This is an optimization exercise on Yosys and OpenROAD, whose aim is small area, a short achievable clock period and few clock cycles, not a production implementation. Function was checked by simulation only, so behaviour that the tests miss may differ from the original. No activity file was given, so power comes from the tool's default toggle rates.

$ cat design/flow/config.mk
export PLATFORM = sky130hd
export DESIGN_NAME = SAD
export DESIGN_NICKNAME = SAD
export VERILOG_FILES = /design/flow/design.v
export SDC_FILE = /design/flow/constraint.sdc
export NUM_CORES = 4
export LEC_CHECK = 0
export CAP_MARGIN = 20
export CORE_MARGIN = 2
export CORE_UTILIZATION = 40
export SLEW_MARGIN = 20
$ cat design/flow/constraint.sdc
create_clock -name core_clock -period 5.0 [get_ports {Clk}]
set_input_delay 1.0000 -clock core_clock [delete_from_list [all_inputs] [get_ports {Clk}]]
set_output_delay 1.0000 -clock core_clock [all_outputs]
set_load 0.01 [all_outputs]
$ cat design/flow/design.v
`timescale 1 ns/1 ns
module SAD(Go, A_Addr, A_Data, B_Addr, B_Data, C_Addr, I_RW, I_En, O_RW, O_En, Done, SAD_Out, Clk, Rst);
   input Go;
   input [7:0] A_Data, B_Data;
   output reg [14:0] A_Addr, B_Addr;
   output reg [6:0] C_Addr;
   output reg I_RW, I_En, O_RW, O_En, Done; 
   output reg [31:0] SAD_Out;
   input Clk, Rst;
   parameter S0 = 3'b000, S1 = 3'b001,
             S2 = 3'b010, S3a = 3'b011, 
             S3 = 3'b100, S4 = 3'b101;
   reg [2:0] State;
   reg [15:0] Sum;
   reg [15:0] I;
   reg [8:0] J;
   reg [6:0] K;
   function [7:0] ABSDiff;
      input [7:0] A;
      input [7:0] B;
      if (A>B) ABSDiff = A - B;
      else ABSDiff = B - A;
   endfunction
   always @(posedge Clk) begin
      if (Rst==1'b1) begin
         A_Addr <= {15{1'b0}};
         B_Addr <= {15{1'b0}};
	 C_Addr <= {7{1'b0}};
         I_RW <= 1'b0;
         I_En <= 1'b0;
	 O_RW <= 1'b0;
         O_En <= 1'b0;
         Done <= 1'b0;
         State <= S0;
         Sum <= 16'b0;
         SAD_Out <= 32'b0;
         I <= 0;
	 J <= 0;
	 K <= 0;
      end
      else begin
         A_Addr <= {15{1'b0}};
         B_Addr <= {15{1'b0}};
	 C_Addr <= {7{1'b0}};
         I_RW <= 1'b0;
         I_En <= 1'b0;
	 O_RW <= 1'b0;
         O_En <= 1'b0;
         Done <= 1'b0;
         SAD_Out <= 32'b0;
          case (State)
               S0: begin
                    if (Go==1'b1) begin
                      I <= 0;
                      K <= 0;
                      State <= S1;
                    end
                    else
                      State <= S0;
                   end
               S1: begin
                    Sum <= 16'b0;
                    J <= 0;
                    State <= S2;
                   end
    	       S2: begin
                if (!(J==256)) begin
                   State <= S3a;
                   A_Addr <= I;
                   B_Addr <= I;
                   I_RW <= 1'b0;
                   I_En <= 1'b1; 
                 end
                 else
                   State <= S4;
                end
            S3a: 
               State <= S3;
            S3: begin
                 Sum <= Sum + ABSDiff(A_Data, B_Data);
                 I <= I + 1;
		 J <= J + 1;
                 State <= S2;
                end
            S4: begin
		SAD_Out <= {16'b0, Sum};
		C_Addr <= K;
		K <= K + 1;
		O_RW <= 1'b1;
		O_En <= 1'b1;
		if(I<32768)
                   State <= S1; 
		else begin
		  State <= S0;
		  Done <= 1'b1;
		end
		end
         endcase
      end
   end
 endmodule
$ cat design/flow/run.sh
#!/bin/bash
# synth_recipe.tcl (not shown) runs the flow's synth.tcl, then flattens the netlist and writes it again
# the make line also repeats each setting of config.mk as NAME=value (left out here)
make -C /OpenROAD-flow-scripts/flow DESIGN_CONFIG=/design/flow/config.mk WORK_HOME=/design/flow/orfs CLKGATE_MAP_FILE= SYNTH_SCRIPT=/design/flow/synth_recipe.tcl finish
==> run_results.csv <==
group,metric,value,unit
floorplan,die_height,114,um
power_and_ir_drop,ir_drop,0.000161,V
critical_path,critPathLaunchType,"primary input",
sta,maxSlewViolCount,0,
outcome,outcome,"no timing/DRC/antenna violations",
critical_path,path_max_fanout,10,
clocking,cts_hold_buf,0,
sta,hold_slack,485,ps
yosys,yosysUniqueCellTypes,58,
sta,setup-violations-final,0,
critical_path,crit_arrival,4840,ps
sta,rsz0062_at_grt,"no",
critical_path,required,5270,ps
clocking,cts_buffer_depth,2,
final_layout,multi_input_area,0.00256,mm^2
final_layout,mostFrequentLayoutCells,"dfxtp_1, clkdlybuf4s50_1, nor2_1",
final_layout,antennaDiodeCount,0,
clocking,cts_inserted_buffers,9,
sta,fin_ws,439,ps
placed_design,dp_cells,740,
yosys,ys.flop_type,"dfxtp_1",
sta,hold_viol_final,0,
critical_path,crit_type,"primary input to flip-flop",
yosys,syn_area,0.00483,mm^2
drt,first_pass_iters,6,
clocking,clock_latency,340,ps
yosys,synthArstFlopShare,0,%
yosys,syn_inst,554,
placed_design,pre_cts_ws,86.0,ps
critical_path,max_stage_delay,620,ps
sta,fmax,0.219,GHz
yosys,ys_seq_area_share,38.1,%
floorplan,dieArea,0.0130,mm^2
critical_path,slowest_stage,"or4b_2",
critical_path,crit_path_cell_trace,"clkdlybuf4s50_1, inv_1, ha_1, o21a_1, a21oi_1, a21o_1, mux2_4, o211a_1, a211oi_2, ha_1, a21oi_1, o21ai_0, or4b_2, nand3_1",
floorplan,start_util,40.5,%
power_and_ir_drop,p_per_area,279,mW/mm^2
sta,finalClockSkew,7.51,ps
clocking,cts_setup_buffers,0,
final_layout,fillCellCount,1164,
hold_path,min_path_type,"flip-flop to flip-flop",
clocking,cts_root_buf,"clkbuf_16",
clocking,numClockSinks,92,
final_layout,fin_nets,655,
drt,ant_nets,0,
yosys,ys_warn_count,1,
placed_design,dpl.hpwl,7.20,mm
clocking,cts_tree,"built",
global_routing,antenna_found_initial,0,
placed_design,gp_congestion,0.825,
global_routing,grt_pass1_wl,16.2,mm
drt,wl,9.83,mm
final_layout,fin_util,48.4,%
clocking,clk_pin_slew_worst_paths,60,ps
sta,fin_setup_tns,0,ps
drt,wire_per_inst,13.1,um
final_layout,postLayoutCellArea,0.00577,mm^2
clocking,post_cts_resized,0,
sta,layout_min_cycle_time,4560,ps
final_layout,drive_above_1_share,10.1,%
floorplan,die_x,114,um
clocking,htreeDepth,3,
yosys,synth_edf_count,0,
floorplan,io_pins,93,
global_routing,grt_usage,15.3,%
global_routing,grt-ovfl-total,0,
final_layout,area_delta_synth_final,19.4,%
sta,worst_pin_slew,854,ps
run,maxCapViolCount,0,
yosys,ys_seq_elements,92,
global_routing,grt_max_degree,59,
floorplan,rows,40,
critical_path,worst_setup_path_end_kind,"flip-flop",
sta,relSlewSlack,42.9,%
drt,drc_errors,0,
floorplan,coreArea,0.0119,mm^2
final_layout,final_cells,753,
placed_design,numPortBuffers,75,
drt,vias_per_cell,5.02,
power_and_ir_drop,power,1.61,mW
placed_design,place_area,0.00549,mm^2
drt,initialDrtViolationCount,220,
sta,period_share,91.2,%
drt,via_count,3781,
power_and_ir_drop,leakagePower,2.30,nW
final_layout,regArea,0.00184,mm^2
global_routing,grt_pass1_vias,3477,
final_layout,layout_commonest_cell,"dfxtp_1",
yosys,avgSynthCellArea,8.72,um^2
critical path: cells and delay by family:
kind	cells	cell delay (ps)
compound gates	7	1530
simple gates	2	720
fa+ha+maj	2	710
buf+inv	2	530
mux	1	340
where the power goes:
group | switching [mW] | total, mW | internal (mW)
Sequential | 0.00493 | 0.741 | 0.736
Combinational | 0.124 | 0.209 | 0.0853
Clock | 0.268 | 0.661 | 0.393
registers in the layout (all words and copies together), names as in the netlist:
| register | cells |
|---|---|
| A_Addr | 15 |
| C_Addr | 7 |
| Done | 1 |
| I | 16 |
| I_En | 1 |
| J | 9 |
| K | 7 |
| O_RW | 1 |
| SAD_Out | 16 |
| State | 3 |
| Sum | 16 |
cells in the mapped netlist (6+ instances only):
library cell / n / area, um^2
nor2_1: 58 / 218
inv_1: 32 / 120
mux2_2: 13 / 146
buf_4: 35 / 263
o21ai_0: 18 / 90.1
dfxtp_1: 92 / 1840
nor3_1: 8 / 40.0
a21oi_1: 36 / 180
nand3_1: 18 / 90.1
and3_1: 7 / 43.8
a21o_1: 6 / 45.0
nand3b_1: 7 / 52.6
xnor2_1: 7 / 61.3
a22oi_1: 11 / 82.6
and2_2: 6 / 45.0
and2_4: 9 / 78.8
nor2b_1: 6 / 37.5
ha_1: 29 / 363
a31oi_1: 6 / 37.5
clkbuf_1: 12 / 45.0
nand4_1: 12 / 75.1
and2_1: 26 / 163
nand2_1: 33 / 124
logic make-up (layout without fill, tap and decap cells):
| family | after synthesis | in the layout | synth area share [%] |
|---|---|---|---|
| other | 1 | 17 | 0.0777 |
| adders and majority gates | 32 | 32 | 8.76 |
| buffers and inverters | 88 | 124 | 10.0 |
| xor gates and xnor gates | 11 | 11 | 2.00 |
| and+or+nand+nor | 211 | 211 | 23.6 |
| AOI/OAI and AO/OA | 101 | 101 | 13.2 |
| DFF | 92 | 92 | 38.1 |
| muxes | 18 | 18 | 4.28 |
cell type report:
type,count,share of cell area [%]
multi-input combinational,390,44.5
sequential,92,31.9
timing repair buffer,79,13.5
clock buffer,11,4.21
tap,147,3.19
inverter,32,2.08
clock inverter,2,0.651
worst paths after layout:
path	from	end	slack (ps)	cells after the start
max reg2reg	State[2]	J[7]	2610	7
max	A_Data[6]	Sum[7]	440	14
min	K[6]	C_Addr[6]	480	1
min reg2reg	K[6]	C_Addr[6]	480	1
layer usage:
metal	GRT usage, %	routed length [um]	up-vias
met5	0	0	-
met1	20.1	4860	1746
met3	3.08	460	11
met4	5.61	148	0
met2	25.0	4360	84
li1	-	-	1940
Testbench counts, summed over its fixed seeds: cycles 1,184,280.

[static timing again, ports no longer ideal]
Ports are ideal in the flow. The routed layout listed here was re-timed in OpenROAD. Step 1, drivers: a clkbuf_16 drives Clk and a buf_2 each remaining input, both assumed. Step 2, shift: input delay + t, output delay - t, t = (earliest + latest rising clock arrival at the registers) / 2. This alone moves slack from input paths to output paths. Slacks: ideal ports / drivers / drivers and shift; pairs: ideal ports / drivers.
shift t [ns]: 0.372
setup WS [ns]: 0.439 / 0.453 / 0.080
worst setup path at the end: input to register
worst slew at a driven data input, ns: 0.03
cell pins on the clock port's net: 1
After both steps this run still meets setup and hold. For this run, drivers alone change the setup slack by +0.014 ns; drivers and shift together by -0.359 ns.
